Background: an optimization exercise with open tools, aiming at small area. Do not read the settings as production practice. RTL that was checked went through simulation tests only; none was proved equivalent to the original. The RTL of run 1 was laid out without a check of its function. Power figures rest on the tool's default switching activity, not on a simulated workload.

==> flow/design.v <==
module snake_top(
	input CLOCK_50,
	input [4:0] KEY,            
	output [3:0] VGA_R,
	output [3:0] VGA_G,
	output [3:0] VGA_B,
	output VGA_HS,
	output VGA_VS,
	output [6:0] HEX0,
	output [6:0] HEX1,
	output [6:0] HEX2,
	output [6:0] HEX3,
	output [6:0] HEX4,
	output [6:0] HEX5
);
wire reset = ~KEY[4];
reg clk25;
reg [9:0] hcount;
reg [9:0] vcount;
wire [9:0] vinc = vcount + 10'd1;
wire hend = hcount[9] && hcount[8] && hcount[4:0] == 5'd31;    
always @(posedge CLOCK_50 or posedge reset) begin
	if (reset) begin
		clk25 <= 0;
		hcount <= 0;
		vcount <= 0;
	end else begin
		clk25 <= ~clk25;
		if (!clk25) begin
			if (hend) begin
				hcount <= 0;
				vcount <= (vcount[9] && vcount[3] && vcount[2]) ? 10'd0 : vinc;    
			end else
				hcount <= hcount + 10'd1;
		end
	end
end
assign VGA_HS = ~((hcount >= 656) && (hcount < 752));
assign VGA_VS = ~((vcount >= 490) && (vcount < 492));
wire display_on = (hcount < 640) && (vcount < 480);
reg ld;
reg [2:0] qt;          
reg [3:0] qo;          
reg [5:0] w;           
wire j0 = (qt == 0) && (qo == 0);
wire tick = ld && (w == 63);
always @(posedge CLOCK_50 or posedge reset) begin
	if (reset) begin
		ld <= 0;
		qt <= 0;
		qo <= 0;
		w <= 62;
	end else begin
		if ((j0 && !ld) || tick)
			w <= w + 6'd1;
		if (ld) begin
			if (!tick) begin
				ld <= 0;
				qt <= 6;
				qo <= 3;
			end
		end else if (j0) begin
			ld <= 1;
		end else if (qo == 0) begin
			qo <= 9;
			qt <= qt - 3'd1;
		end else
			qo <= qo - 4'd1;
	end
end
reg [1:0] direction;
always @(posedge CLOCK_50 or posedge reset) begin
	if (reset)
		direction <= 2'b01;
	else begin
		if (KEY[0] && direction != 2'b10) direction <= 2'b00;
		else if (KEY[1] && direction != 2'b11) direction <= 2'b01;
		else if (KEY[2] && direction != 2'b00) direction <= 2'b10;
		else if (KEY[3] && direction != 2'b01) direction <= 2'b11;
	end
end
reg game_over;
reg [5:0] hx;
reg [4:0] hy;
reg [5:0] ax;
reg [4:0] ay;
reg [5:0] lfsr_x;
reg [4:0] lfsr_y;
reg [3:0] lt;          
reg [3:0] lo;          
reg sat;               
reg [2:0] zt;          
reg [3:0] zo;          
reg [5:0] tx;          
reg [4:0] ty;
reg lc_d;              
reg coll;              
reg [5:0] clr_x;       
reg clr_f;
reg [1:0] ring_lo [0:8];
reg [1:0] ring_hi [9:64];
wire [1:0] tap = ring_hi[64];
wire wall = (hx >= 39) || (hy >= 29) || (hx <= 1) || (hy == 0);
wire eat = (hx == ax) && (hy == ay);
wire go_tick = tick && !game_over;
wire move = go_tick && !coll && !wall;
wire len64 = (lt > 6) || (lt == 6 && lo >= 4);
wire grow_vis = eat && !len64;
wire len_wrap = eat && (lt == 12) && (lo == 7);
wire len0 = (lt == 0) && (lo == 0);
reg [5:0] px_w;
reg [4:0] py_w;
reg vis;               
reg vprev;             
wire cvis = vis || sat;
wire zero_j = (zt == qt) && (zo == qo);
wire last_vis = !vprev;
wire last_cvis = !(vprev || sat) || (qt == 6 && qo == 3);
always @(posedge CLOCK_50 or posedge reset) begin
	if (reset)
		vprev <= 1;
	else
		vprev <= ld ? 1'b0 : vis;
end
always @(posedge CLOCK_50)
	vis <= ld ? len64 : (vis || ({1'b0, qt} == lt && qo == lo));
always @(posedge CLOCK_50) begin : ring_rot
	integer p;
	for (p = 10; p <= 64; p = p + 1)
		ring_hi[p] <= ring_hi[p-1];
	ring_hi[9] <= ring_lo[8];
end
always @(posedge CLOCK_50 or posedge reset) begin : ring_rst
	integer p;
	if (reset) begin
		for (p = 0; p <= 8; p = p + 1)
			ring_lo[p] <= 2'b00;
	end else begin
		for (p = 1; p <= 8; p = p + 1)
			ring_lo[p] <= ring_lo[p-1];
		ring_lo[0] <= move ? direction : tap;
	end
end
always @(posedge CLOCK_50) begin
	if (ld || !cvis) begin
		px_w <= tx;
		py_w <= ty;
	end else if (!zero_j) begin
		case (tap)
			2'b00: py_w <= py_w - 5'd1;
			2'b01: px_w <= px_w + 6'd1;
			2'b10: py_w <= py_w + 5'd1;
			2'b11: px_w <= px_w - 6'd1;
		endcase
	end
end
reg [38:2] mask;
reg bld;
reg built;
wire hblank = (hcount >= 640);
wire [4:0] mask_row = hblank ? vinc[8:4] : vcount[8:4];
wire start = ld && !tick && hblank && !built;
reg pend;
wire first_move = (zt == 0) && (zo == 0);
wire set_en = ld ? (move && !(len0 && !eat) && !first_move) : (bld && vis);
wire mhit = pend || (set_en && py_w == mask_row);
wire [5:0] maddr = pend ? clr_x : px_w;
always @(posedge CLOCK_50 or posedge reset) begin
	if (reset) begin
		bld <= 0;
		built <= 0;
		pend <= 0;
	end else begin
		if (ld)
			bld <= start;
		if (start)
			built <= 1;
		else if (!hblank)
			built <= 0;
		pend <= move && !grow_vis && !len_wrap && clr_f;
	end
end
always @(posedge CLOCK_50) begin : mask_blk
	integer x;
	if (start || (move && len_wrap))
		mask <= 0;
	else
		for (x = 2; x <= 38; x = x + 1)
			if (mhit && maddr == x)
				mask[x] <= !pend;
end
always @(posedge CLOCK_50)
	if (!ld && last_vis)
		clr_x <= px_w;
always @(posedge CLOCK_50 or posedge reset) begin
	if (reset) begin
		game_over <= 0;
		lfsr_x <= 6'b101001;
		lfsr_y <= 5'b11011;
		ax <= 10;
		ay <= 7;
		hx <= 20;
		hy <= 15;
		lt <= 1;
		lo <= 0;
		sat <= 0;
		zt <= 0;
		zo <= 0;
		tx <= 20;          
		ty <= 23;          
		lc_d <= 0;
		coll <= 0;
		clr_f <= 0;
	end else begin
		sat <= sat | len64;
		if (ld)
			coll <= 0;
		else begin
			if (cvis && !j0 && px_w == hx && py_w == hy)
				coll <= 1;
			if (last_vis)
				clr_f <= (py_w == mask_row) && !zero_j;
		end
		lc_d <= !ld && last_cvis;
		if (!ld && lc_d && w == 62 && !(grow_vis && !sat)) begin
			tx <= px_w;
			ty <= py_w;
		end
		if (go_tick) begin
			lfsr_x <= {lfsr_x[4:0], lfsr_x[5] ^ lfsr_x[2]};
			lfsr_y <= {lfsr_y[3:0], lfsr_y[4] ^ lfsr_y[2]};
			if (lfsr_x <= 1 || lfsr_x >= 39) lfsr_x <= 5;
			if (lfsr_y <= 1 || lfsr_y >= 29) lfsr_y <= 5;
			case (direction)
				2'b00: hy <= hy - 5'd1;
				2'b01: hx <= hx + 6'd1;
				2'b10: hy <= hy + 5'd1;
				2'b11: hx <= hx - 6'd1;
			endcase
			if (coll || wall)
				game_over <= 1;
		end
		if (move) begin
			if (!(zt == 6 && zo == 4)) begin
				if (zo == 9) begin
					zo <= 0;
					zt <= zt + 3'd1;
				end else
					zo <= zo + 4'd1;
			end
			if (eat) begin
				if (len_wrap) begin
					lt <= 0;
					lo <= 0;
				end else if (lo == 9) begin
					lo <= 0;
					lt <= lt + 4'd1;
				end else
					lo <= lo + 4'd1;
				ax <= lfsr_x % 40;
				ay <= lfsr_y % 30;
			end
		end
	end
end
wire [5:0] cell_x = hcount[9:4];
wire [4:0] cell_y = vcount[8:4];
wire [31:0] mlo = {mask[31:2], 2'b00};
wire [7:0] mhi = {1'b0, mask[38:32]};
wire mbit = cell_x[5] ? mhi[cell_x[2:0]] : mlo[cell_x[4:0]];
wire hit_snake = mbit && mask_row != 0 && !(pend && cell_x == clr_x);
wire hit_apple = (cell_x == ax) && (cell_y == ay);
wire border = (hcount < 29) || (hcount >= 624) || (vcount < 16) || (vcount >= 464);
reg [3:0] hsub;        
reg [2:0] tc;          
reg [2:0] tl;          
reg [3:0] tr;          
always @(*) begin
	tr = 15;
	if (vcount > 200 && vcount <= 210) tr = 0;
	if (vcount > 210 && vcount <= 220) tr = 1;
	if (vcount > 220 && vcount <= 230) tr = 2;
	if (vcount > 230 && vcount <= 240) tr = 3;
	if (vcount > 240 && vcount <= 250) tr = 4;
	if (vcount > 250 && vcount <= 260) tr = 5;
	if (vcount > 260 && vcount <= 270) tr = 6;
	if (vcount > 270 && vcount <= 280) tr = 7;
	if (vcount > 280 && vcount <= 290) tr = 8;
	if (vcount > 290 && vcount <= 300) tr = 9;
	if (vcount > 300 && vcount <= 310) tr = 10;
	if (vcount > 310 && vcount <= 320) tr = 11;
	if (vcount > 320 && vcount <= 330) tr = 12;
	if (vcount > 330 && vcount <= 340) tr = 13;
	if (vcount > 340 && vcount <= 350) tr = 14;
end
always @(posedge CLOCK_50) begin
	if (!clk25) begin
		if (hcount == 200) begin
			hsub <= 0;
			tc <= 0;
			tl <= 0;
		end else if (hsub == 9) begin
			hsub <= 0;
			if (tc == 5) begin
				tc <= 0;
				if (!tl[2]) tl <= tl + 3'd1;
			end else
				tc <= tc + 3'd1;
		end else
			hsub <= hsub + 4'd1;
	end
end
reg [4:0] grow;
always @(*) begin
	case ({tr[3], tl[1:0], tr[2:0]})
		6'b000000: grow = 5'b11111;
		6'b000001: grow = 5'b00001;
		6'b000010: grow = 5'b00001;
		6'b000011: grow = 5'b11001;
		6'b000100: grow = 5'b10001;
		6'b000101: grow = 5'b10001;
		6'b000110: grow = 5'b11111;
		6'b001000: grow = 5'b11111;
		6'b001001: grow = 5'b10001;
		6'b001010: grow = 5'b10001;
		6'b001011: grow = 5'b11111;
		6'b001100: grow = 5'b10001;
		6'b001101: grow = 5'b10001;
		6'b001110: grow = 5'b10001;
		6'b010000: grow = 5'b10001;
		6'b010001: grow = 5'b10001;
		6'b010010: grow = 5'b11011;
		6'b010011: grow = 5'b10101;
		6'b010100: grow = 5'b10001;
		6'b010101: grow = 5'b10001;
		6'b010110: grow = 5'b10001;
		6'b011000: grow = 5'b11111;
		6'b011001: grow = 5'b00001;
		6'b011010: grow = 5'b00001;
		6'b011011: grow = 5'b00111;
		6'b011100: grow = 5'b00001;
		6'b011101: grow = 5'b00001;
		6'b011110: grow = 5'b11111;
		6'b100000: grow = 5'b11111;
		6'b100001: grow = 5'b10001;
		6'b100010: grow = 5'b10001;
		6'b100011: grow = 5'b10001;
		6'b100100: grow = 5'b10001;
		6'b100101: grow = 5'b10001;
		6'b100110: grow = 5'b11111;
		6'b101000: grow = 5'b10001;
		6'b101001: grow = 5'b10001;
		6'b101010: grow = 5'b10001;
		6'b101011: grow = 5'b10001;
		6'b101100: grow = 5'b01010;
		6'b101101: grow = 5'b01010;
		6'b101110: grow = 5'b00100;
		6'b110000: grow = 5'b11111;
		6'b110001: grow = 5'b00001;
		6'b110010: grow = 5'b00001;
		6'b110011: grow = 5'b00111;
		6'b110100: grow = 5'b00001;
		6'b110101: grow = 5'b00001;
		6'b110110: grow = 5'b11111;
		6'b111000: grow = 5'b01111;
		6'b111001: grow = 5'b10001;
		6'b111010: grow = 5'b10001;
		6'b111011: grow = 5'b01111;
		6'b111100: grow = 5'b00101;
		6'b111101: grow = 5'b01001;
		6'b111110: grow = 5'b10001;
		6'b000111: grow = 5'b11111;
		6'b001111: grow = 5'b10001;
		6'b010111: grow = 5'b10001;
		6'b011111: grow = 5'b11111;
		6'b100111: grow = 5'b11111;
		6'b101111: grow = 5'b00100;
		6'b110111: grow = 5'b11111;
		6'b111111: grow = 5'b10001;
		default: grow = 5'b00000;
	endcase
end
wire text = !tl[2] && (tr[2:0] != 7) && (tc != 5) && grow[tc];
reg [3:0] r, g, b;
always @(*) begin
	if (game_over) begin
		r = 4'hF;
		g = text ? 4'hF : 4'h0;
		b = text ? 4'hF : 4'h0;
	end else if (hit_snake) begin
		r = 4'h0; g = 4'hF; b = 4'h0;
	end else if (hit_apple) begin
		r = 4'hF; g = 4'h0; b = 4'h0;
	end else if (border) begin
		r = 4'h0; g = 4'hA; b = 4'hA;
	end else begin
		r = 4'h0; g = 4'h0; b = 4'h0;
	end
end
assign VGA_R = display_on ? r : 4'h0;
assign VGA_G = display_on ? g : 4'h0;
assign VGA_B = display_on ? b : 4'h0;
assign HEX0[0] = !((lo[3]) || (!lo[0] && !lo[2]) || (lo[0] && lo[2]) || (lo[1]));
assign HEX0[1] = !((!lo[2]) || (!lo[0] && !lo[1]) || (lo[0] && lo[1]));
assign HEX0[2] = (!lo[0] && lo[1] && !lo[2]);
assign HEX0[3] = (lo[0] && !lo[1] && !lo[2] && !lo[3]) || (!lo[0] && !lo[1] && lo[2]) || (lo[0] && lo[1] && lo[2]);
assign HEX0[4] = (!lo[1] && lo[2]) || (lo[0]);
assign HEX0[5] = (lo[0] && !lo[2] && !lo[3]) || (lo[1] && !lo[2]) || (lo[0] && lo[1]);
assign HEX0[6] = (!lo[1] && !lo[2] && !lo[3]) || (lo[0] && lo[1] && lo[2]);
assign HEX1[0] = !((lt[1] && !lt[3]) || (!lt[1] && lt[3]) || (!lt[0] && !lt[2]) || (lt[0] && lt[2]));
assign HEX1[1] = !((!lt[0] && !lt[1] && !lt[3]) || (lt[0] && lt[1] && !lt[3]) || (!lt[1] && !lt[2]) || (!lt[0] && !lt[2]));
assign HEX1[2] = (!lt[0] && lt[1] && !lt[2] && !lt[3]) || (lt[2] && lt[3]);
assign HEX1[3] = (lt[0] && !lt[1] && !lt[2] && !lt[3]) || (!lt[0] && !lt[1] && lt[2] && !lt[3]) || (!lt[0] && lt[1] && lt[3]) || (lt[0] && lt[1] && lt[2]);
assign HEX1[4] = (!lt[1] && lt[2] && !lt[3]) || (lt[0] && !lt[3]) || (lt[0] && !lt[1]);
assign HEX1[5] = !((lt[3]) || (!lt[1] && lt[2]) || (!lt[0] && lt[2]) || (!lt[0] && !lt[1]));
assign HEX1[6] = (!lt[1] && !lt[2] && !lt[3]) || (lt[2] && lt[3]) || (lt[0] && lt[1] && lt[2]);
assign HEX2 = 7'b1111111;
assign HEX3 = 7'b1111111;
assign HEX4 = 7'b1111111;
assign HEX5 = 7'b1111111;
endmodule
==> flow/flow/run.sh <==
#!/bin/bash
# The standard ORFS layout (standard.sh, unchanged) with two settings
# passed through the environment:
#  - the port buffers that buffer_ports inserts use the smallest buffer
#    (every input and output port still gets its own buffer);
#  - clock tree synthesis clusters the flip-flops up to 10 to a buffer
#    within 40 um, uses clkbuf_4 and adds no dummy loads.
# standard.sh's output goes to standard.log; ORFS keeps each tool's log
# under orfs/logs/.
set -o pipefail
export BUFFER_PORTS_ARGS="-buffer_cell sky130_fd_sc_hd__buf_1"
export CTS_ARGS="-sink_clustering_enable -repair_clock_nets -sink_clustering_size 10 -sink_clustering_max_diameter 40 -buf_list sky130_fd_sc_hd__clkbuf_4 -dont_use_dummy_load"
bash standard.sh > standard.log 2>&1
==> flow/standard.sh <==
#!/bin/bash
# synth_recipe.tcl (not shown) runs the flow's synth.tcl, then flattens the netlist and writes it again
# the make line also repeats each setting of config.mk as NAME=value (left out here)
make -C /OpenROAD-flow-scripts/flow DESIGN_CONFIG=/design/flow/config.mk WORK_HOME=/design/flow/orfs CLKGATE_MAP_FILE= SYNTH_SCRIPT=/design/flow/synth_recipe.tcl "${@:-finish}"
==> flow/config.mk <==
export PLATFORM = sky130hd
export DESIGN_NAME = snake_top
export DESIGN_NICKNAME = snake_top
export VERILOG_FILES = /design/flow/design.v
export SDC_FILE = /design/flow/constraint.sdc
export NUM_CORES = 4
export LEC_CHECK = 0
export CAP_MARGIN = 20
export CORE_MARGIN = 2
export CORE_UTILIZATION = 60
export SLEW_MARGIN = 20
==> flow/constraint.sdc <==
create_clock -name core_clock -period 20.0 [get_ports {CLOCK_50}]
set_input_delay 4.0000 -clock core_clock [delete_from_list [all_inputs] [get_ports {CLOCK_50}]]
set_output_delay 4.0000 -clock core_clock [all_outputs]
set_load 0.01 [all_outputs]
==> results of run 1 <==
-- metal layers --
layer	up-vias	track usage, %	wire, um
met2	253	39.0	13700
met4	0	6.75	598
li1	4917	-	-
met1	4890	33.9	13600
met3	50	3.39	1270
met5	-	0	0
-- power breakdown --
group / switching, uW / leakage (uW) / internal, uW
registers: 1.98 / 0.00300 / 610
logic: 10.3 / 0.00261 / 3.76
clock network: 181 / 0.000189 / 94.4
total: 194 / 0.00580 / 708
-- final timing paths --
check / start / endpoint / slack [ps] / cells past startpoint
max in group asynchronous: KEY[4] / hcount[2] / 15070 / 2
min in group asynchronous: KEY[4] / ring_lo[8][0] / 3490 / 1
worst max register to register: vcount[5] / mask[24] / 16060 / 8
worst min register to register: ring_hi[46][0] / ring_hi[47][0] / 280 / 0
worst max-delay path: vcount[8] / VGA_G[3] / 10910 / 16
worst min-delay path: ring_hi[46][0] / ring_hi[47][0] / 280 / 0
-- sequential cells by signal, indices dropped and copies added (netlist names), 5 cells and up --
register and flops:
lfsr_x 6, py_w 5, ring_hi 112, ax 6, hy 5, mask 37, hx 6, lfsr_y 5
ty 5, vcount 10, tx 6, hcount 10, clr_x 6, w 6, ring_lo 18, px_w 6
ay 5
-- logic make-up after synthesis --
group	after synthesis	synth area share [%]
AO/OA/AOI/OAI	287	14.2
XOR/XNOR	103	6.41
adder cells (fa/ha/maj)	50	4.61
buffers and inverters	158	5.32
flip-flops	300	49.3
multiplexers	34	3.43
other	1	0.0267
AND/OR/NAND/NOR	480	16.7
-- worst reg2reg max path, stage by stage (launching register included) --
cell,delay (ps)
dfrtp_1,930
nand2_2,250
or4_4,590
or3_4,390
a2111oi_4,490
a21oi_2,130
a21o_1,310
or2_0,370
o221a_2,310
-- cell usage in the layout (no fill, tap or decap), types with 9 or more instances in the layout --
| master | instances |
|---|---|
| conb_1 | 28 |
| nor3_1 | 28 |
| a21oi_1 | 43 |
| nand3_1 | 31 |
| a211oi_1 | 27 |
| nor2_1 | 143 |
| xnor2_1 | 76 |
| nor4_1 | 13 |
| nand2_1 | 140 |
| edfxtp_1 | 27 |
| a21o_1 | 13 |
| clkbuf_4 | 42 |
| and3_1 | 12 |
| inv_1 | 45 |
| nor2b_1 | 12 |
| nor3b_1 | 9 |
| o21ai_0 | 74 |
| buf_1 | 32 |
| ha_1 | 47 |
| xor2_1 | 27 |
| o31ai_1 | 9 |
| mux2i_1 | 10 |
| nand4_1 | 18 |
| a31oi_1 | 12 |
| nand2b_1 | 11 |
| or2_2 | 9 |
| mux4_2 | 10 |
| dfrtp_1 | 91 |
| dfstp_2 | 32 |
| o22ai_1 | 10 |
| mux2_2 | 14 |
| dfxtp_1 | 150 |
-- per-stage QoR --
stage	instances	power, uW	area [um2]
6_report	1730	901	14500
5_1_grt	1730	940	14500
4_1_cts	1729	916	14500
3_5_place_dp	1688	639	14200
3_3_place_gp	1688	639	14200
2_1_floorplan	1440	636	14200
-- cell type report --
cell class	count	area, um2	share of cell area [%]
Antenna cell	1	2.50	0.0173
Clock buffer	41	308	2.12
Inverter	46	173	1.19
Multi-Input combinational cell	982	6490	44.8
Sequential cell	300	6930	47.8
Tap cell	319	399	2.75
Timing Repair Buffer	41	188	1.29
==> flow_metrics.tcl, run 1 <==
set metrics [dict create \
    crit_slowest_cell "dfrtp_1" \
    setup_ws_ps 10910 \
    utilization_pct 62.3 \
    hold_slack_ps 276 \
    root_buffer "clkbuf_4" \
    io_buffers 33 \
    grt_pass1_wl_mm 48.2 \
    grt_pass1_vias 9514 \
    cts_resized 0 \
    drt_iter0_drc 610 \
    antenna_found_initial 1 \
    ys_types 100 \
    finalCritPeriodShare_pct 45.4 \
    start_util_pct 60.5 \
    via_per_inst 5.84 \
    ant_nets 0 \
    tightest_slew_ps 906 \
    postSynthCellCount 1413 \
    power_density_mw_per_mm2 62.2 \
    cp_data_arrival_time_ps 5090 \
    yosys-top-cells-area "dfxtp_1 21%, dfrtp_1 16%, dfstp_2 6.0%, edfxtp_1 5.8%, xnor2_1 4.7%" \
    synth.most_common_cell "dfxtp_1" \
    final-setup-viol-count 0 \
    hp-class "reg2reg" \
    synth_edf_count 27 \
    clk_pin_slew_worst_paths_ps 100 \
    fillers 2026 \
    vdd_drop_max_mv 0.0622 \
    drive_gt1_share_pct 10.6 \
    coreArea_mm2 0.0233 \
    fin_nets 1468 \
    wl_per_cell_um 16.9 \
    die_area_mm2 0.0247 \
    critPathMaxStageDelay_ps 770 \
    fmax_mhz 110 \
    endpoint_kind "output pin" \
    first_pass_iters 5 \
    overflow 0 \
    die_w_um 157 \
    dp.final_hpwl_mm 20.2 \
    async_flop_share_pct 41.0 \
    min_period_ps 9090 \
    rsz0062_at_grt "false" \
    num_rows 56 \
    maxCapViolCount 0 \
    crit_chain "or4b_1 -> or3_1 -> a21o_1 -> o211a_2 -> and2_1 -> inv_1 -> ha_1 -> nor2b_1 -> nor2_1 -> a21oi_1 -> o41ai_2 -> a311o_1 -> a311o_1 -> and4_4 -> nor2_1 -> buf_1" \
    cts_tree "done" \
    place.gp.congestion 0.877 \
    fin_skew_ps 113 \
    cts_sinks 300 \
    cts_made_buffers 41 \
    cp.required_ps 16000 \
    seq_area_frac_synth_pct 49.3 \
    routed_wl_mm 29.2 \
    critPathBufInv 2 \
    ys_ff_latch 300 \
    yosys.area.top_type_share_pct 21.3 \
    syn2layout_area_growth_pct 3.01 \
    clk_latency_ps 650 \
    report.final.slew_viol_count 0 \
    dp_slack_ps 11660 \
    slew_headroom_pct 39.5 \
    post-cts-setup-buffers 0 \
    vias 10100 \
    critPathMaxFanout 19 \
    grt_max_degree 63 \
    yosys-top-cells-count "150 x dfxtp_1, 143 x nor2_1, 140 x nand2_1" \
    startpoint_type "register" \
    yosys_warnings 3 \
    yosysTopAreaCell "dfxtp_1" \
    htree_levels 2 \
    syn-cell-area_mm2 0.0141 \
    status "finished clean" \
    io_pins 62 \
    ys.flop_type "dfxtp_1" \
    hold_violations 0 \
    path_class "reg2out" \
    holdBufCountCts 0 \
    p_leak_uw 0.00580 \
    fin_tns_setup_ps 0 \
    crit_family "simple AND/OR/NAND/NOR gates" \
    gr-usage-all-layers_pct 24.0 \
    synth_area_per_cell_um2 9.96 \
    die_y_um 157 \
    clockBufferDepth 3 \
    drc_errors 0 \
]
==> run 2, diff against run 1 <==
--- a/flow/design.v
+++ b/flow/design.v
@@ -97,9 +97,8 @@
 reg coll;              
 reg [5:0] clr_x;       
 reg clr_f;
-reg [1:0] ring_lo [0:8];
-reg [1:0] ring_hi [9:64];
-wire [1:0] tap = ring_hi[64];
+reg [1:0] ring [0:64];
+wire [1:0] tap = ring[64];
 wire wall = (hx >= 39) || (hy >= 29) || (hx <= 1) || (hy == 0);
 wire eat = (hx == ax) && (hy == ay);
 wire go_tick = tick && !game_over;
@@ -126,32 +125,35 @@
 	vis <= ld ? len64 : (vis || ({1'b0, qt} == lt && qo == lo));
 always @(posedge CLOCK_50) begin : ring_rot
 	integer p;
-	for (p = 10; p <= 64; p = p + 1)
-		ring_hi[p] <= ring_hi[p-1];
-	ring_hi[9] <= ring_lo[8];
+	for (p = 1; p <= 64; p = p + 1)
+		ring[p] <= ring[p-1];
+	ring[0] <= move ? direction : tap;
 end
-always @(posedge CLOCK_50 or posedge reset) begin : ring_rst
-	integer p;
-	if (reset) begin
-		for (p = 0; p <= 8; p = p + 1)
-			ring_lo[p] <= 2'b00;
-	end else begin
-		for (p = 1; p <= 8; p = p + 1)
-			ring_lo[p] <= ring_lo[p-1];
-		ring_lo[0] <= move ? direction : tap;
-	end
+reg ge;                
+always @(posedge CLOCK_50)
+	ge <= ld ? !(zt == 6 && zo == 4) : (ge && !zero_j);
+reg [5:0] nx;
+reg [4:0] ny;
+always @(*) begin
+	nx = px_w;
+	ny = py_w;
+	if (ge && !zero_j)
+		ny = py_w - 5'd1;
+	else if (!zero_j)
+		case (tap)
+			2'b00: ny = py_w - 5'd1;
+			2'b01: nx = px_w + 6'd1;
+			2'b10: ny = py_w + 5'd1;
+			2'b11: nx = px_w - 6'd1;
+		endcase
 end
 always @(posedge CLOCK_50) begin
 	if (ld || !cvis) begin
 		px_w <= tx;
 		py_w <= ty;
-	end else if (!zero_j) begin
-		case (tap)
-			2'b00: py_w <= py_w - 5'd1;
-			2'b01: px_w <= px_w + 6'd1;
-			2'b10: py_w <= py_w + 5'd1;
-			2'b11: px_w <= px_w - 6'd1;
-		endcase
+	end else begin
+		px_w <= nx;
+		py_w <= ny;
 	end
 end
 reg [38:2] mask;
@@ -165,20 +167,14 @@
 wire set_en = ld ? (move && !(len0 && !eat) && !first_move) : (bld && vis);
 wire mhit = pend || (set_en && py_w == mask_row);
 wire [5:0] maddr = pend ? clr_x : px_w;
-always @(posedge CLOCK_50 or posedge reset) begin
-	if (reset) begin
-		bld <= 0;
+always @(posedge CLOCK_50) begin
+	if (ld)
+		bld <= start;
+	if (start)
+		built <= 1;
+	else if (!hblank)
 		built <= 0;
-		pend <= 0;
-	end else begin
-		if (ld)
-			bld <= start;
-		if (start)
-			built <= 1;
-		else if (!hblank)
-			built <= 0;
-		pend <= move && !grow_vis && !len_wrap && clr_f;
-	end
+	pend <= move && !grow_vis && !len_wrap && clr_f;
 end
 always @(posedge CLOCK_50) begin : mask_blk
 	integer x;
@@ -190,8 +186,10 @@
 				mask[x] <= !pend;
 end
 always @(posedge CLOCK_50)
-	if (!ld && last_vis)
+	if (!ld && last_vis) begin
 		clr_x <= px_w;
+		clr_f <= (py_w == mask_row) && !zero_j;
+	end
 always @(posedge CLOCK_50 or posedge reset) begin
 	if (reset) begin
 		game_over <= 0;
@@ -210,7 +208,6 @@
 		ty <= 23;          
 		lc_d <= 0;
 		coll <= 0;
-		clr_f <= 0;
 	end else begin
 		sat <= sat | len64;
 		if (ld)
@@ -218,10 +215,12 @@
 		else begin
 			if (cvis && !j0 && px_w == hx && py_w == hy)
 				coll <= 1;
-			if (last_vis)
-				clr_f <= (py_w == mask_row) && !zero_j;
 		end
 		lc_d <= !ld && last_cvis;
+		if (!ld && j0 && !first_move) begin
+			hx <= nx;
+			hy <= ny;
+		end
 		if (!ld && lc_d && w == 62 && !(grow_vis && !sat)) begin
 			tx <= px_w;
 			ty <= py_w;
@@ -231,12 +230,6 @@
 			lfsr_y <= {lfsr_y[3:0], lfsr_y[4] ^ lfsr_y[2]};
 			if (lfsr_x <= 1 || lfsr_x >= 39) lfsr_x <= 5;
 			if (lfsr_y <= 1 || lfsr_y >= 29) lfsr_y <= 5;
-			case (direction)
-				2'b00: hy <= hy - 5'd1;
-				2'b01: hx <= hx + 6'd1;
-				2'b10: hy <= hy + 5'd1;
-				2'b11: hx <= hx - 6'd1;
-			endcase
 			if (coll || wall)
 				game_over <= 1;
 		end
--- a/flow/config.mk
+++ b/flow/config.mk
@@ -7,5 +7,5 @@
 export LEC_CHECK = 0
 export CAP_MARGIN = 20
 export CORE_MARGIN = 2
-export CORE_UTILIZATION = 60
+export CORE_UTILIZATION = 75
 export SLEW_MARGIN = 20
==> run 2 against run 1 <==
Against the previous run: via count grew 1.0%; sequential share of layout area is 0.064 points lower; synthesized area shrank 2.0%; die area is 21% lower; global-route usage increased by 6.1 points; clock skew rose by 9.1 ps; critical path depth shrank 2; final area is 2.5% lower; count of clock-buffer cells in the layout rose by 1; cell count is 4.7% lower; power shrank 0.29%.
==> flow_metrics.tcl, run 2 <==
set metrics [dict create \
    fin_tns_setup_ps 0 \
    rrSetupSlack_ps 16040 \
    cts_sinks 301 \
    final-setup-viol-count 0 \
    fin_nets 1468 \
    drc_errors 0 \
    crit_chain "or4_1 -> a221o_1 -> nand3b_1 -> o21ai_1 -> nor3_1 -> inv_1 -> ha_1 -> nor2_1 -> mux2i_1 -> o21a_1 -> a221o_1 -> a2111oi_2 -> nor3_1 -> buf_1" \
    crit_slowest_cell "dfrtp_1" \
    async_flop_share_pct 33.6 \
    root_buffer "clkbuf_4" \
    synth_area_per_cell_um2 9.71 \
    overflow 0 \
    syn-cell-area_mm2 0.0138 \
    status "finished clean" \
    finalCritPeriodShare_pct 43.5 \
    min_period_ps 8710 \
    yosysTopAreaCell "dfxtp_1" \
    via_per_inst 6.20 \
    coreArea_mm2 0.0180 \
    report.final.slew_viol_count 0 \
    first_pass_iters 5 \
    path_class "reg2out" \
    yosys-top-cells-area "dfxtp_1 26%, dfrtp_1 13%, dfstp_2 6.1%, edfxtp_1 3.9%, ha_1 3.7%" \
    critPathMaxStageDelay_ps 610 \
    ys.flop_type "dfxtp_1" \
    largest_reg_flops 130 \
    dp.final_hpwl_mm 19.9 \
    synth.most_common_cell "dfxtp_1" \
    cp.required_ps 16000 \
    clk_latency_ps 670 \
    htree_levels 2 \
    cts_tree "done" \
    ys_types 84 \
    hp-class "reg2reg" \
    post-cts-setup-buffers 0 \
    place.gp.congestion 0.875 \
    p_leak_uw 0.00595 \
    io_buffers 33 \
    clockBufferDepth 3 \
    yosys_warnings 2 \
    rsz0062_at_grt "false" \
    postSynthCellCount 1420 \
    wl_per_cell_um 17.7 \
    num_rows 49 \
    yosys-top-cells-count "182 x dfxtp_1, 122 x nand2_1, 120 x nor2_1" \
    cts_made_buffers 42 \
    vias 10200 \
    routed_wl_mm 29.1 \
    drive_gt1_share_pct 8.96 \
    die_w_um 140 \
    final_common_cell "dfxtp_1" \
    die_y_um 140 \
    grt_max_degree 58 \
    io_pins 62 \
    antenna_found_initial 1 \
    ys_ff_latch 301 \
    power_density_mw_per_mm2 63.6 \
    drt_iter0_drc 796 \
    tightest_slew_ps 1110 \
    maxCapViolCount 0 \
    fin_skew_ps 122 \
    synth_edf_count 18 \
    startpoint_type "register" \
    fmax_mhz 115 \
    slew_headroom_pct 25.6 \
    critPathMaxFanout 22 \
    start_util_pct 76.5 \
    gr-usage-all-layers_pct 30.1 \
    mostFrequentLayoutCells "182 x dfxtp_1, 122 x nand2_1, 118 x nor2_1" \
    clk_pin_slew_worst_paths_ps 90 \
    setup_ws_ps 11290 \
    critPathBufInv 2 \
    yosys.area.top_type_share_pct 26.4 \
    die_area_mm2 0.0195 \
    crit_family "compound AO/OA/AOI/OAI gates" \
    reg_top3 "ring (130), mask (37)" \
    grt_pass1_wl_mm 48.6 \
    dp_slack_ps 11960 \
    vdd_drop_max_mv 0.0887 \
    grt_pass1_vias 9819 \
    seq_area_frac_synth_pct 49.0 \
    fillers 1192 \
    ant_nets 0 \
    hold_violations 0 \
    holdBufCountCts 0 \
    syn2layout_area_growth_pct 2.50 \
    cts_resized 0 \
    cp_data_arrival_time_ps 4710 \
    endpoint_kind "output pin" \
    regMostFlops "ring" \
]
[run 2: changes by cell type after synthesis, moves of 22 or more]
cell	previous run	this run
dfrtp_1	91	69
dfxtp_1	150	182
nor2_1	143	120
mux2i_1	10	40
nand3_1	31	53
o21ai_0	75	102
xnor2_1	76	51
[run 2: layout make-up]
type                    instances  area [um2]  share of cell area, %
diodes                          1        2.50                 0.0177
flip-flops and latches        301        6750                   47.8
multi-input cells             982        6390                   45.2
repair buffers                 43         203                   1.43
clock buffers                  42         315                   2.23
inverters                      50         188                   1.33
well taps                     229         287                   2.03
[run 2: worst reg2reg max path: stages (launching register included)]
cell,delay (ps)
dfrtp_1,860
nand3_1,350
nor2_1,500
and2_1,470
a32o_1,300
a21oi_1,170
nor2_2,630
nand3_1,200
mux2i_1,300
nor2_1,100
[run 2: worst paths after layout]
kind / from / endpoint / depth (start not counted)
setup / recovery: vcount[2] / VGA_G[1] / 14
hold / removal: ring[56][1] / ring[57][1] / 0
setup reg to reg: ld / mask[12] / 9
hold reg to reg: ring[56][1] / ring[57][1] / 0
max in group asynchronous: KEY[4] / vcount[9] / 2
min in group asynchronous: KEY[4] / hx[1] / 1
[run 2: report_power, final]
group	total (uW)	internal, uW	leakage (uW)	switching (uW)
sequential	610	609	0.00288	1.17
combinational	9.88	1.60	0.00288	8.27
clock	279	96.5	0.000193	183
[run 2: cell families (layout without fill, tap and decap cells)]
group / after synthesis / after routing / synth area share (%)
AO/OA/AOI/OAI: 296 / 296 / 13.7
XOR/XNOR: 95 / 95 / 6.03
adder cells (fa/ha/maj): 42 / 42 / 3.86
buffers and inverters: 164 / 135 / 5.62
flip-flops: 301 / 301 / 49.0
multiplexers: 64 / 64 / 5.60
other: 1 / 29 / 0.0272
AND/OR/NAND/NOR: 457 / 457 / 16.2
[run 2: per-stage QoR]
step                      power [uW]  std cells  hold WS (ps)  cell area [um2]  utilization [%]
after floorplan                  630       1447           310            13900                -
after global placement           631       1605           311            13800             76.5
after detailed placement         633       1605           312            13800             76.6
after CTS                        905       1647           328            14100             78.3
after global routing             929       1648           328            14100             78.4
final                            899       1648           327            14100             78.4
[run 2: per-layer routing]
metal | global-route usage, % | part of all wire, % | vias to the layer above
li1 | - | - | 4911
met1 | 42.3 | 44 | 4851
met2 | 48.4 | 48 | 389
met3 | 4.51 | 6.0 | 61
met4 | 10.4 | 2.5 | 0
met5 | 0 | 0 | -
==> run 3, diff against run 2 <==
--- a/flow/config.mk
+++ b/flow/config.mk
@@ -7,5 +7,6 @@
 export LEC_CHECK = 0
 export CAP_MARGIN = 20
 export CORE_MARGIN = 2
-export CORE_UTILIZATION = 75
+export CORE_UTILIZATION = 60
+export GPL_TIMING_DRIVEN = 0
 export SLEW_MARGIN = 20
==> run 3 against run 2 <==
Against the previous run: still clean on timing, DRC and antenna; routed wire length grew 1.5%; synthesized cell count is the same; count of clock-buffer cells in the layout is the same; combinational power grew 52%; global-route usage shrank 5.5 points; die area grew 24%; sequential power is essentially flat; final area grew 4.6%; first-iteration DRC count shrank 11%; critical path type unchanged; largest power group unchanged; highest routed layer unchanged.
==> flow_metrics.tcl, run 3 <==
set metrics [dict create \
    yosys_warnings 2 \
    die_y_um 156 \
    rsz0062_at_grt "false" \
    syn2layout_area_growth_pct 7.23 \
    yosys.area.top_type_share_pct 26.4 \
    r2r_end "mask[35]" \
    maxCapViolCount 0 \
    reg_top3 "ring (130), mask (37)" \
    seqPwrFrac_pct 67.4 \
    cts_made_buffers 42 \
    holdBufCountCts 0 \
    startpoint_type "register" \
    cts_resized 0 \
    yosys-top-cells-area "dfxtp_1 26%, dfrtp_1 13%, dfstp_2 6.1%, edfxtp_1 3.9%, ha_1 3.7%" \
    via_per_inst 5.71 \
    drc_errors 0 \
    grt_pass1_wl_mm 48.6 \
    slew_headroom_pct 26.9 \
    hold_slack_ps 293 \
    drive_gt1_share_pct 10.9 \
    fin_area_mm2 0.0148 \
    gr-usage-all-layers_pct 24.6 \
    clk_latency_ps 680 \
    fin_nets 1576 \
    start_util_pct 61.1 \
    dp.final_hpwl_mm 21.1 \
    ys_ff_latch 301 \
    grt_max_degree 32 \
    ys.flop_type "dfxtp_1" \
    rrSetupSlack_ps 15660 \
    swShare_pct 21.3 \
    synth_area_per_cell_um2 9.71 \
    antenna_found_initial 1 \
    first_pass_iters 7 \
    register_area_mm2 0.00675 \
    power_density_mw_per_mm2 61.1 \
    root_buffer "clkbuf_4" \
    coreArea_mm2 0.0226 \
    num_rows 55 \
    io_buffers 33 \
    routed_wl_mm 29.6 \
    finalCritPeriodShare_pct 45.5 \
    path_class "reg2out" \
    seq_area_frac_synth_pct 49.0 \
    power_switching_uw 193 \
    async_flop_share_pct 33.6 \
    io_pins 62 \
    syn-cell-area_mm2 0.0138 \
    grt_pass1_vias 9534 \
    final_common_cell "dfxtp_1" \
    combPwrFrac_pct 1.7 \
    yosysTopAreaCell "dfxtp_1" \
    largest_reg_flops 130 \
    multi_input_area_mm2 0.00640 \
    drt_iter0_drc 706 \
    synth_edf_count 18 \
    tightest_slew_ps 1090 \
    wl_per_cell_um 16.3 \
    fin_skew_ps 110 \
    clk_pin_slew_worst_paths_ps 90 \
    dp_cells 1769 \
    htree_levels 2 \
    clockBufferDepth 3 \
    mostFrequentLayoutCells "182 x dfxtp_1, 122 x nand2_1, 120 x nor2_1" \
    postPlaceCellArea_mm2 0.0145 \
    regMostFlops "ring" \
    ys_types 84 \
    fillers 1881 \
    r2r_start "w[5]" \
    vdd_drop_max_mv 0.0713 \
    status "finished clean" \
    cp_data_arrival_time_ps 5110 \
    endpoint_kind "output pin" \
    hold_end "ring[56][1]" \
    hold-path-cell-count 0 \
    hp-class "reg2reg" \
    vias 10300 \
    critPathMaxFanout 10 \
    finalNonFillerCells 1812 \
    post-cts-setup-buffers 0 \
    p_leak_uw 0.00622 \
    ff2ff_path_depth 11 \
    hold_violations 0 \
    fmax_mhz 110 \
    min_period_ps 9110 \
    power_frac_clock_pct 30.9 \
    cts_tree "done" \
    place.gp.congestion 0.870 \
    overflow 0 \
    hp-start "ring[55][1]" \
    cp.required_ps 16000 \
    ant_nets 0 \
    cts_sinks 301 \
    report.final.slew_viol_count 0 \
    die_area_mm2 0.0242 \
    die_w_um 156 \
    synth.most_common_cell "dfxtp_1" \
    internal_power_uw 711 \
    fin_tns_setup_ps 0 \
    postSynthCellCount 1420 \
    final-setup-viol-count 0 \
    yosys-top-cells-count "182 x dfxtp_1, 122 x nand2_1, 120 x nor2_1" \
]
-- run 3: changes by cell type in the layout (fill, tap and decap cells not counted), sizes merged --
cell    change
buf        +42
clkbuf     +66
-- run 3: logic make-up (layout without fill, tap and decap cells) --
family,Yosys count,after routing,synth area share (%)
compound gates,296,296,13.7
xor+xnor,95,95,6.03
fa+ha+maj,42,42,3.86
buf+inv,164,243,5.62
flops,301,301,49.0
mux,64,64,5.60
other cells,1,29,0.0272
simple gates,457,457,16.2
-- run 3: worst max path at each step --
stage,start,to,slack [ps],depth (start not counted)
2_1_floorplan,vcount[1],VGA_G[3],12240,18
3_3_place_gp,KEY[4],hcount[5],10410,1
3_5_place_dp,vcount[1],VGA_G[3],11590,19
4_1_cts,vcount[1],VGA_G[3],10910,19
5_1_grt,vcount[1],VGA_G[3],10480,19
6_report,vcount[1],VGA_G[3],10890,19
-- run 3: power groups by stage --
stage | Clock (uW) | Sequential, uW | Combinational [uW]
2_1_floorplan | 0 | 622 | 8.32
3_3_place_gp | 0 | 622 | 13.2
3_5_place_dp | 0 | 622 | 15.0
4_1_cts | 291 | 609 | 15.1
5_1_grt | 314 | 610 | 16.9
6_report | 279 | 609 | 15.0
-- run 3: critical path, cell delays in order (launching register included) --
cell and delay, ps:
dfrtp_1 410, clkbuf_1 420, inv_1 140, ha_1 280, and3_1 200, o211ai_1 300
nand3b_1 190, o21ai_1 140, nor3_1 420, inv_1 120, ha_1 190, buf_2 170
nor2_1 110, mux2i_1 90, o21a_1 200, a221o_1 360, a2111oi_2 400, nor3_1 120
buf_4 140, buf_1 120
-- run 3: through the flow --
stage	power (uW)	utilization, %	setup slack [ps]
finish	904	65.5	10890
floorplan	630	-	12240
CTS	915	65.4	10910
detailed placement	637	64.0	11590
global route	941	65.5	10480
global placement	635	63.7	10410
-- run 3: routing by layer --
metal  global-route usage [%]  share of wire (%)
met1                     35.9                 49
met2                     38.5                 45
met4                     6.82                1.9
met3                     3.86                4.5
met5                        0                  0
-- run 3: area by class of cell --
cell class | instances | share of cell area [%]
diodes | 1 | 0.0169
plain buffers | 114 | 3.97
clock buffers | 42 | 2.13
inverters | 50 | 1.27
multi-input cells | 982 | 43.2
flip-flops and latches | 301 | 45.7
well taps | 285 | 2.41
repair buffers | 37 | 1.30
==> run 4, diff against run 3 <==
--- a/flow/config.mk
+++ b/flow/config.mk
@@ -8,5 +8,4 @@
 export CAP_MARGIN = 20
 export CORE_MARGIN = 2
 export CORE_UTILIZATION = 60
-export GPL_TIMING_DRIVEN = 0
 export SLEW_MARGIN = 20
==> run 4 against run 3 <==
Against the previous run: via count decreased by 4.4%; die area unchanged; flip-flop and latch count unchanged; sequential share of layout area increased by 1.9 points; highest routed layer unchanged.
==> flow_metrics.tcl, run 4 <==
set metrics [dict create \
    status "finished clean" \
    die_w_um 156 \
    seq_area_frac_synth_pct 49.0 \
    path_class "reg2out" \
    hold_end "ring[23][0]" \
    fin_nets 1470 \
    p_leak_uw 0.00595 \
    ant_nets 0 \
    slew_headroom_pct 25.8 \
    mostFrequentLayoutCells "182 x dfxtp_1, 122 x nand2_1, 118 x nor2_1" \
    rsz0062_at_grt "false" \
    first_pass_iters 5 \
    start_util_pct 61.1 \
    synth_area_per_cell_um2 9.71 \
    drive_gt1_share_pct 8.94 \
    post-cts-setup-buffers 0 \
    maxCapViolCount 0 \
    cts_resized 0 \
    io_buffers 33 \
    yosys-top-cells-count "182 x dfxtp_1, 122 x nand2_1, 120 x nor2_1" \
    hold-path-cell-count 0 \
    overflow 0 \
    num_rows 55 \
    report.final.slew_viol_count 0 \
    drt_iter0_drc 518 \
    clockBufferDepth 3 \
    coreArea_mm2 0.0226 \
    r2r_end "mask[23]" \
    ys_types 84 \
    finalNonFillerCells 1706 \
    min_period_ps 8740 \
    crit_slowest_cell "dfrtp_1" \
    ys.flop_type "dfxtp_1" \
    cts_tree "done" \
    reg_top3 "ring (130), mask (37)" \
    ff2ff_path_depth 9 \
    p_total_uw 896 \
    finalCritPeriodShare_pct 43.7 \
    clk_latency_ps 670 \
    htree_levels 2 \
    yosys_warnings 2 \
    cp_data_arrival_time_ps 4740 \
    yosys-top-cells-area "dfxtp_1 26%, dfrtp_1 13%, dfstp_2 6.1%, edfxtp_1 3.9%, ha_1 3.7%" \
    postSynthCellCount 1420 \
    hp-start "ring[22][0]" \
    startpoint_type "register" \
    synth_edf_count 18 \
    regMostFlops "ring" \
    critPathMaxStageDelay_ps 640 \
    via_per_inst 5.79 \
    fin_skew_ps 114 \
    clk_pin_slew_worst_paths_ps 90 \
    fin_tns_setup_ps 0 \
    cp.required_ps 16000 \
    dp.final_hpwl_mm 19.1 \
    critPathMaxFanout 22 \
    yosys.area.top_type_share_pct 26.4 \
    final_common_cell "dfxtp_1" \
    endpoint_kind "output pin" \
    routed_wl_mm 28.0 \
    rrSetupSlack_ps 16170 \
    gr-usage-all-layers_pct 23.9 \
    hp-class "reg2reg" \
    fillers 1910 \
    syn2layout_area_growth_pct 3.04 \
    final-setup-viol-count 0 \
    vdd_drop_max_mv 0.0691 \
    antenna_found_initial 1 \
    grt_pass1_wl_mm 47.7 \
    largest_reg_flops 130 \
    yosysTopAreaCell "dfxtp_1" \
    grt_pass1_vias 9339 \
    ys_ff_latch 301 \
    grt_max_degree 71 \
    cts_sinks 301 \
    drc_errors 0 \
    r2r_start "ld" \
    tightest_slew_ps 1100 \
    async_flop_share_pct 33.6 \
    holdBufCountCts 0 \
    die_y_um 156 \
    root_buffer "clkbuf_4" \
    power_density_mw_per_mm2 63.1 \
    dp_cells 1663 \
    vias 9881 \
    io_pins 62 \
    crit_chain "nor2_1 -> o21ai_0 -> a22o_1 -> nor3_1 -> inv_1 -> ha_1 -> nor2_1 -> mux2i_1 -> o21a_1 -> a221o_1 -> a2111oi_2 -> nor3_1 -> buf_1" \
    fmax_mhz 114 \
    cts_made_buffers 42 \
    utilization_pct 63.0 \
    hold_violations 0 \
    die_area_mm2 0.0242 \
    place.gp.congestion 0.837 \
    syn-cell-area_mm2 0.0138 \
    synth.most_common_cell "dfxtp_1" \
    wl_per_cell_um 16.4 \
]
## run 4: cell types whose count changed in the layout (fill, tap and decap cells not counted), moves of 3 or more
cell,change
buf_12,-3
buf_2,-8
clkbuf_1,-67
o31ai_1,+3
o31ai_2,-3
buf_4,-25
## run 4: layer usage
metal / track usage (%) / vias to the layer above / routed length, um
met2: 36.3 / 232 / 12300
met5: 0 / - / 0
met4: 7.21 / 0 / 677
met3: 3.72 / 58 / 1250
li1: - / 4918 / -
met1: 35.4 / 4673 / 13800
## run 4: how the worst max path moves through the flow
stage,from,to,slack (ps),cells after the start
2_1_floorplan,vcount[1],VGA_G[3],12240,18
3_3_place_gp,vcount[4],VGA_G[1],11980,14
3_5_place_dp,vcount[1],VGA_G[1],11870,16
4_1_cts,vcount[8],VGA_G[1],11250,13
5_1_grt,vcount[8],VGA_G[1],10820,13
6_report,vcount[8],VGA_G[3],11260,13
## run 4: critical path: cells and delay by family (launching register included)
| family | cells | cell delay [ps] |
|---|---|---|
| AOI/OAI and AO/OA | 5 | 1510 |
| and+or+nand+nor | 4 | 1310 |
| DFF | 1 | 640 |
| adders and majority gates | 1 | 310 |
| buffers and inverters | 2 | 270 |
| muxes | 1 | 100 |
## run 4: area by class of cell
type / count / area, um2 / area share, %
diodes: 1 / 2.50 / 0.0176
clock buffers: 42 / 315 / 2.22
inverters: 50 / 188 / 1.32
multi-input cells: 982 / 6380 / 44.9
flip-flops and latches: 301 / 6750 / 47.5
well taps: 285 / 357 / 2.51
repair buffers: 45 / 218 / 1.53
## run 4: cell families (layout without fill, tap and decap cells)
kind of cell,count (synthesis),count (layout),synth area share [%]
and+or+nand+nor,457,457,16.2
adders and majority gates,42,42,3.86
muxes,64,64,5.60
xor gates and xnor gates,95,95,6.03
other,1,29,0.0272
AOI/OAI and AO/OA,296,296,13.7
DFF,301,301,49.0
buffers and inverters,164,137,5.62
## run 4: where the power goes
group          total, uW  internal [uW]  switching (uW)  leakage, uW
clock                277           96.5             181     0.000193
sequential           609            609           0.950      0.00288
combinational       9.29           1.60            7.69      0.00288
total                896            707             189      0.00595
## run 4: through the flow
stage / area, um2 / setup slack, ps / hold WS, ps
after CTS: 14200 / 11250 / 308
after floorplan: 13900 / 12240 / 310
after global routing: 14200 / 10820 / 314
after detailed placement: 13900 / 11870 / 312
after global placement: 13900 / 11980 / 312
final: 14200 / 11260 / 303
==> run 5, diff against run 4 <==
--- a/flow/config.mk
+++ b/flow/config.mk
@@ -5,7 +5,8 @@
 export SDC_FILE = /design/flow/constraint.sdc
 export NUM_CORES = 4
 export LEC_CHECK = 0
-export CAP_MARGIN = 20
+export CAP_MARGIN = 10
 export CORE_MARGIN = 2
 export CORE_UTILIZATION = 60
-export SLEW_MARGIN = 20
+export GPL_TIMING_DRIVEN = 0
+export SLEW_MARGIN = 10
==> run 5 against run 4 <==
Against the previous run: still clean on timing, DRC and antenna; final area grew 4.0%; sequential power is essentially flat; utilization rose by 2.5 points; sequential share of layout area down 1.8 points; count of clock-buffer cells in the layout increased by 1; hold slack got worse by 4.2 ps; highest routed layer unchanged.
==> flow_metrics.tcl, run 5 <==
set metrics [dict create \
    dp.final_hpwl_mm 21.0 \
    vdd_drop_max_mv 0.0661 \
    drc_errors 0 \
    synth.most_common_cell "dfxtp_1" \
    wl_per_cell_um 16.3 \
    grt_pass1_vias 9692 \
    start_util_pct 61.1 \
    fin_skew_ps 72.9 \
    seq_area_frac_synth_pct 49.0 \
    io_pins 62 \
    crit_slowest_cell "dfrtp_1" \
    hp-class "reg2reg" \
    grt_max_degree 36 \
    fin_tns_setup_ps 0 \
    hold_violations 0 \
    num_rows 55 \
    ant_nets 0 \
    async_flop_share_pct 33.6 \
    drt_iter0_drc 717 \
    power_density_mw_per_mm2 61.5 \
    yosysTopAreaCell "dfxtp_1" \
    io_buffers 33 \
    tightest_slew_ps 1200 \
    holdBufCountCts 0 \
    htree_levels 2 \
    fmax_mhz 111 \
    startpoint_type "register" \
    via_per_inst 5.68 \
    maxCapViolCount 0 \
    cp_data_arrival_time_ps 5020 \
    cp.required_ps 16000 \
    internal_power_uw 713 \
    die_area_mm2 0.0242 \
    cts_made_buffers 43 \
    cts_tree "done" \
    register_area_mm2 0.00675 \
    yosys.area.top_type_share_pct 26.4 \
    syn-cell-area_mm2 0.0138 \
    fillers 1927 \
    min_period_ps 9020 \
    cts_sinks 301 \
    report.final.slew_viol_count 0 \
    p_leak_uw 0.00622 \
    rsz0062_at_grt "false" \
    clockBufferDepth 3 \
    mostFrequentLayoutCells "182 x dfxtp_1, 122 x nand2_1, 120 x nor2_1" \
    final-setup-viol-count 0 \
    largest_reg_flops 130 \
    crit_chain "clkbuf_1 -> inv_1 -> ha_1 -> and3_1 -> o211ai_1 -> nand3b_1 -> o21ai_1 -> nor3_1 -> inv_1 -> ha_1 -> buf_2 -> nor2_1 -> mux2i_1 -> o21a_1 -> a221o_1 -> a2111oi_2 -> nor3_1 -> buf_4 -> buf_1" \
    coreArea_mm2 0.0226 \
    routed_wl_mm 29.6 \
    status "finished clean" \
    vias 10300 \
    regMostFlops "ring" \
    power_frac_clock_pct 31.3 \
    seqPwrFrac_pct 67.0 \
    antenna_found_initial 1 \
    slew_headroom_pct 19.3 \
    drive_gt1_share_pct 10.7 \
    critPathMaxFanout 10 \
    postPlaceCellArea_mm2 0.0144 \
    die_w_um 156 \
    power_switching_uw 196 \
    synth_area_per_cell_um2 9.71 \
    clk_latency_ps 660 \
    yosys-top-cells-area "dfxtp_1 26%, dfrtp_1 13%, dfstp_2 6.1%, edfxtp_1 3.9%, ha_1 3.7%" \
    clk_pin_slew_worst_paths_ps 100 \
    finalCritPeriodShare_pct 45.1 \
    place.gp.congestion 0.870 \
    endpoint_kind "output pin" \
    fin_nets 1578 \
    yosys_warnings 2 \
    swShare_pct 21.5 \
    ys_ff_latch 301 \
    final_common_cell "dfxtp_1" \
    die_y_um 156 \
    root_buffer "clkbuf_4" \
    grt_pass1_wl_mm 48.9 \
    overflow 0 \
    crit_family "compound AO/OA/AOI/OAI gates" \
    syn2layout_area_growth_pct 7.16 \
    ys.flop_type "dfxtp_1" \
    gr-usage-all-layers_pct 24.7 \
    critPathMaxStageDelay_ps 410 \
    postSynthCellCount 1420 \
    cts_resized 0 \
    path_class "reg2out" \
    post-cts-setup-buffers 0 \
    synth_edf_count 18 \
    ys_types 84 \
    fin_area_mm2 0.0148 \
    reg_top3 "ring (130), mask (37)" \
    first_pass_iters 5 \
    combPwrFrac_pct 1.6 \
    yosys-top-cells-count "182 x dfxtp_1, 122 x nand2_1, 120 x nor2_1" \
    critPathBufInv 6 \
    multi_input_area_mm2 0.00637 \
]
run 5: worst paths after layout:
| kind | startpoint | to | slack, ps | cells after the start |
|---|---|---|---|---|
| max | vcount[1] | VGA_G[3] | 10980 | 19 |
| min | ring[55][1] | ring[56][1] | 300 | 0 |
| max reg2reg | w[3] | mask[35] | 15630 | 11 |
| min reg2reg | ring[55][1] | ring[56][1] | 300 | 0 |
| max in group asynchronous | KEY[4] | ax[1] | 16110 | 3 |
| min in group asynchronous | KEY[4] | zt[0] | 3310 | 2 |
run 5: logic make-up after synthesis:
logic type	after synthesis	share of synthesized area, %
buffers and inverters	164	5.62
AND/OR/NAND/NOR	457	16.2
AO/OA/AOI/OAI	296	13.7
flip-flops	301	49.0
adder cells (fa/ha/maj)	42	3.86
other	1	0.0272
multiplexers	64	5.60
XOR/XNOR	95	6.03
run 5: final cells by class:
class | count | share of cell area, %
antenna | 1 | 0.0169
buffer | 114 | 3.97
tap | 285 | 2.41
multi-input combinational | 982 | 43.1
clock buffer | 43 | 2.18
inverter | 50 | 1.27
sequential | 301 | 45.7
timing repair buffer | 38 | 1.34
run 5: stage by stage:
step	setup WS [ps]	cells	hold WS, ps	utilization [%]	total power, uW
after floorplan	12240	1447	310	-	630
after global placement	10410	1765	312	63.7	635
after detailed placement	11630	1769	312	64.0	637
after CTS	10950	1812	278	65.4	918
after global routing	10480	1814	305	65.5	945
final	10980	1814	299	65.5	909
run 5: routing by layer:
metal	track usage [%]	wire (um)	vias up
met5	0	0	-
met4	6.90	652	0
met3	4.06	1620	54
met2	38.8	13000	275
met1	35.7	14300	4859
li1	-	-	5121
run 5: power by group through the flow:
| stage | Sequential [uW] | Clock [uW] | Combinational, uW |
|---|---|---|---|
| after floorplan | 622 | 0 | 8.32 |
| after global placement | 622 | 0 | 13.2 |
| after detailed placement | 622 | 0 | 15.0 |
| after CTS | 609 | 294 | 15.0 |
| after global routing | 610 | 319 | 16.7 |
| final | 609 | 285 | 14.9 |
==> run 6, diff against run 5 <==
--- a/flow/design.v
+++ b/flow/design.v
@@ -267,24 +267,17 @@
 reg [3:0] hsub;        
 reg [2:0] tc;          
 reg [2:0] tl;          
+reg [3:0] vsub;        
 reg [3:0] tr;          
-always @(*) begin
-	tr = 15;
-	if (vcount > 200 && vcount <= 210) tr = 0;
-	if (vcount > 210 && vcount <= 220) tr = 1;
-	if (vcount > 220 && vcount <= 230) tr = 2;
-	if (vcount > 230 && vcount <= 240) tr = 3;
-	if (vcount > 240 && vcount <= 250) tr = 4;
-	if (vcount > 250 && vcount <= 260) tr = 5;
-	if (vcount > 260 && vcount <= 270) tr = 6;
-	if (vcount > 270 && vcount <= 280) tr = 7;
-	if (vcount > 280 && vcount <= 290) tr = 8;
-	if (vcount > 290 && vcount <= 300) tr = 9;
-	if (vcount > 300 && vcount <= 310) tr = 10;
-	if (vcount > 310 && vcount <= 320) tr = 11;
-	if (vcount > 320 && vcount <= 330) tr = 12;
-	if (vcount > 330 && vcount <= 340) tr = 13;
-	if (vcount > 340 && vcount <= 350) tr = 14;
+always @(posedge CLOCK_50 or posedge reset) begin
+	if (reset)
+		tr <= 15;
+	else if (!clk25 && hend) begin
+		if (vcount == 200)
+			tr <= 0;
+		else if (vsub == 9 && tr != 15)
+			tr <= tr + 4'd1;
+	end
 end
 always @(posedge CLOCK_50) begin
 	if (!clk25) begin
@@ -301,6 +294,12 @@
 				tc <= tc + 3'd1;
 		end else
 			hsub <= hsub + 4'd1;
+		if (hend) begin
+			if (vcount == 200 || vsub == 9)
+				vsub <= 0;
+			else
+				vsub <= vsub + 4'd1;
+		end
 	end
 end
 reg [4:0] grow;
--- a/flow/flow/run.sh
+++ b/flow/flow/run.sh
@@ -9,5 +9,5 @@
 # under orfs/logs/.
 set -o pipefail
 export BUFFER_PORTS_ARGS="-buffer_cell sky130_fd_sc_hd__buf_1"
-export CTS_ARGS="-sink_clustering_enable -repair_clock_nets -sink_clustering_size 10 -sink_clustering_max_diameter 40 -buf_list sky130_fd_sc_hd__clkbuf_4 -dont_use_dummy_load"
+export CTS_ARGS="-sink_clustering_enable -repair_clock_nets -sink_clustering_size 11 -sink_clustering_max_diameter 40 -buf_list sky130_fd_sc_hd__clkbuf_4 -dont_use_dummy_load"
 bash standard.sh > standard.log 2>&1
==> flow/config.mk (replaced) <==
export PLATFORM = sky130hd
export DESIGN_NAME = snake_top
export DESIGN_NICKNAME = snake_top
export VERILOG_FILES = /design/flow/design.v
export SDC_FILE = /design/flow/constraint.sdc
export NUM_CORES = 4
export LEC_CHECK = 0
export CAP_MARGIN = 20
export CORE_MARGIN = 2
export CORE_UTILIZATION = 60
export SLEW_MARGIN = 20
==> run 6 against run 5 <==
Against the previous run: combinational power down 37%; critical path type unchanged; global-route usage fell by 1.3 points; critical endpoint is now VGA_B[3]; sequential power grew 3%; die area is 1.1% lower; utilization down 2.9 points; register-to-register slack better by 1300 ps; clock skew is 11 ps higher.
==> flow_metrics.tcl, run 6 <==
set metrics [dict create \
    regMostFlops "ring" \
    die_area_mm2 0.0240 \
    root_buffer "clkbuf_4" \
    num_rows 55 \
    syn-cell-area_mm2 0.0136 \
    rrSetupSlack_ps 16950 \
    place.gp.congestion 0.856 \
    holdBufCountCts 0 \
    hold_violations 0 \
    cp_data_arrival_time_ps 3810 \
    grt_pass1_vias 9114 \
    min_period_ps 7810 \
    synth.most_common_cell "dfxtp_1" \
    drive_gt1_share_pct 9.22 \
    yosys.area.top_type_share_pct 26.7 \
    dp_cells 1630 \
    postSynthCellCount 1379 \
    yosysTopAreaCell "dfxtp_1" \
    via_per_inst 5.78 \
    antenna_found_initial 1 \
    fin_skew_ps 83.7 \
    first_pass_iters 5 \
    cts_sinks 309 \
    mostFrequentLayoutCells "182 x dfxtp_1, 148 x nand2_1, 112 x nor2_1" \
    grt_max_degree 63 \
    final_common_cell "dfxtp_1" \
    dp.final_hpwl_mm 18.7 \
    wl_per_cell_um 16.4 \
    start_util_pct 60.6 \
    tightest_slew_ps 1030 \
    reg_top3 "ring (130), mask (37)" \
    overflow 0 \
    clk_latency_ps 650 \
    fmax_mhz 128 \
    drc_errors 0 \
    yosys_warnings 2 \
    path_class "reg2out" \
    ys.flop_type "dfxtp_1" \
    yosys-top-cells-count "182 x dfxtp_1, 148 x nand2_1, 112 x nor2_1" \
    synth_edf_count 22 \
    critPathMaxFanout 10 \
    rsz0062_at_grt "false" \
    fin_tns_setup_ps 0 \
    r2r_end "mask[22]" \
    startpoint "tr[1]" \
    finalCritPeriodShare_pct 39.0 \
    synth_area_per_cell_um2 9.89 \
    ys_types 80 \
    coreArea_mm2 0.0225 \
    finalNonFillerCells 1674 \
    slew_headroom_pct 30.8 \
    fin_nets 1441 \
    vdd_drop_max_mv 0.0584 \
    ant_nets 0 \
    clockBufferDepth 3 \
    die_y_um 155 \
    die_w_um 155 \
    hp-class "reg2reg" \
    timing.critical_path.to "VGA_B[3]" \
    maxCapViolCount 0 \
    ys_ff_latch 309 \
    seq_area_frac_synth_pct 51.2 \
    routed_wl_mm 27.5 \
    cts_resized 0 \
    ff2ff_path_depth 9 \
    drt_iter0_drc 679 \
    report.final.slew_viol_count 0 \
    largest_reg_flops 130 \
    hp-start "ring[18][0]" \
    io_pins 62 \
    yosys-top-cells-area "dfxtp_1 27%, dfrtp_1 13%, dfstp_2 6.9%, edfxtp_1 4.8%, nand2_1 4.1%" \
    gr-usage-all-layers_pct 23.4 \
    cts_made_buffers 43 \
    endpoint_kind "output pin" \
    power_density_mw_per_mm2 65.6 \
    p_leak_uw 0.00560 \
    status "finished clean" \
    htree_levels 2 \
    final-setup-viol-count 0 \
    syn2layout_area_growth_pct 3.22 \
    post-cts-setup-buffers 0 \
    vias 9683 \
    io_buffers 33 \
    async_flop_share_pct 34.0 \
    grt_pass1_wl_mm 45.9 \
    cts_tree "done" \
    cp.required_ps 16000 \
    startpoint_type "register" \
    utilization_pct 62.6 \
    clk_pin_slew_worst_paths_ps 100 \
    r2r_start "lt[1]" \
]
==> run 6: cells by family after synthesis <==
logic type | share of synthesized area (%)
adders and majority gates | 4.18
xor gates and xnor gates | 6.27
other | 0.0275
and+or+nand+nor | 17.1
muxes | 3.25
AOI/OAI and AO/OA | 12.7
DFF | 51.2
buffers and inverters | 5.32
==> run 6: cell type report <==
type | count | area, um2
well taps | 285 | 357
clock buffers | 43 | 323
flip-flops and latches | 309 | 6980
inverters | 44 | 165
repair buffers | 44 | 210
multi-input cells | 948 | 6040
diodes | 1 | 2.50
fillers | 1917 | 8420
==> run 6: per-layer routing <==
| metal | GRT usage [%] | routed length [um] | vias to the layer above | part of all wire [%] |
|---|---|---|---|---|
| li1 | - | - | 4799 | - |
| met2 | 36.5 | 12200 | 245 | 44 |
| met3 | 3.92 | 1300 | 52 | 4.7 |
| met5 | 0 | 0 | - | 0 |
| met1 | 33.9 | 13400 | 4587 | 49 |
| met4 | 6.70 | 625 | 0 | 2.3 |
==> run 6: worst min path at each step <==
stage,to,cells after the start,slack [ps]
floorplan,ring[10][0],0,310
global placement,ring[54][0],0,310
detailed placement,ring[27][1],0,310
CTS,ring[28][0],0,280
global route,ring[28][0],0,290
finish,ring[19][0],0,280
==> run 6: where the power goes <==
part | switching [uW] | internal (uW)
registers | 0.868 | 626
clock network | 188 | 99.0
logic | 7.84 | 1.61
total | 197 | 726
==> run 6: critical path, stage by stage, from the launching register on <==
cell and delay (ps):
dfstp_2 630, inv_1 80, ha_1 420, nand2b_1 160
a21oi_1 90, nor3_1 190, a211oi_1 80, o311a_1 300
o311ai_0 770, a2bb2o_1 360, buf_1 130
==> run 6: metrics by stage <==
| step | worst slack, ps | total power (uW) | cell area, um2 | hold slack [ps] |
|---|---|---|---|---|
| final | 12190 | 923 | 14100 | 280 |
| after global routing | 11830 | 962 | 14100 | 285 |
| after CTS | 12180 | 935 | 14100 | 283 |
| after detailed placement | 12850 | 650 | 13800 | 312 |
| after global placement | 12910 | 649 | 13700 | 311 |
| after floorplan | 13260 | 648 | 13700 | 310 |

## separate check: timing with driven ports
Ports are ideal in the flow. The routed layouts listed here were re-timed in OpenROAD. Step 1 (the two cells are an assumption about what drives the block):
set clk [get_ports {CLOCK_50}]
set_driving_cell -lib_cell sky130_fd_sc_hd__clkbuf_16 $clk
set_driving_cell -lib_cell sky130_fd_sc_hd__buf_2 [delete_from_list [all_inputs] $clk]
Step 2 adds t to the input delays and takes it off the output delays; t is the mean of the earliest and latest rising clock arrival at the registers after step 1. Input paths then give back, and output paths get back, about the clock's delay inside the block. Three values: no drivers, after step 1, after step 2; two values: the first two.
| run | shift t [ns] | slack for setup (ns) | worst register clock-pin slew, ns |
|---|---|---|---|
| run 1 | 0.635 | 10.910 / 10.869 / 11.503 | 0.11 / 0.11 |
| run 2 | 0.653 | 11.294 / 11.254 / 11.907 | 0.12 / 0.12 |
| run 3 | 0.664 | 10.894 / 10.853 / 11.518 | 0.10 / 0.10 |
| run 4 | 0.652 | 11.257 / 11.214 / 11.866 | 0.11 / 0.11 |
| run 5 | 0.661 | 10.977 / 10.939 / 11.600 | 0.11 / 0.11 |
| run 6 | 0.650 | 12.194 / 12.154 / 12.804 | 0.11 / 0.11 |
After both steps every run listed still meets setup and hold.
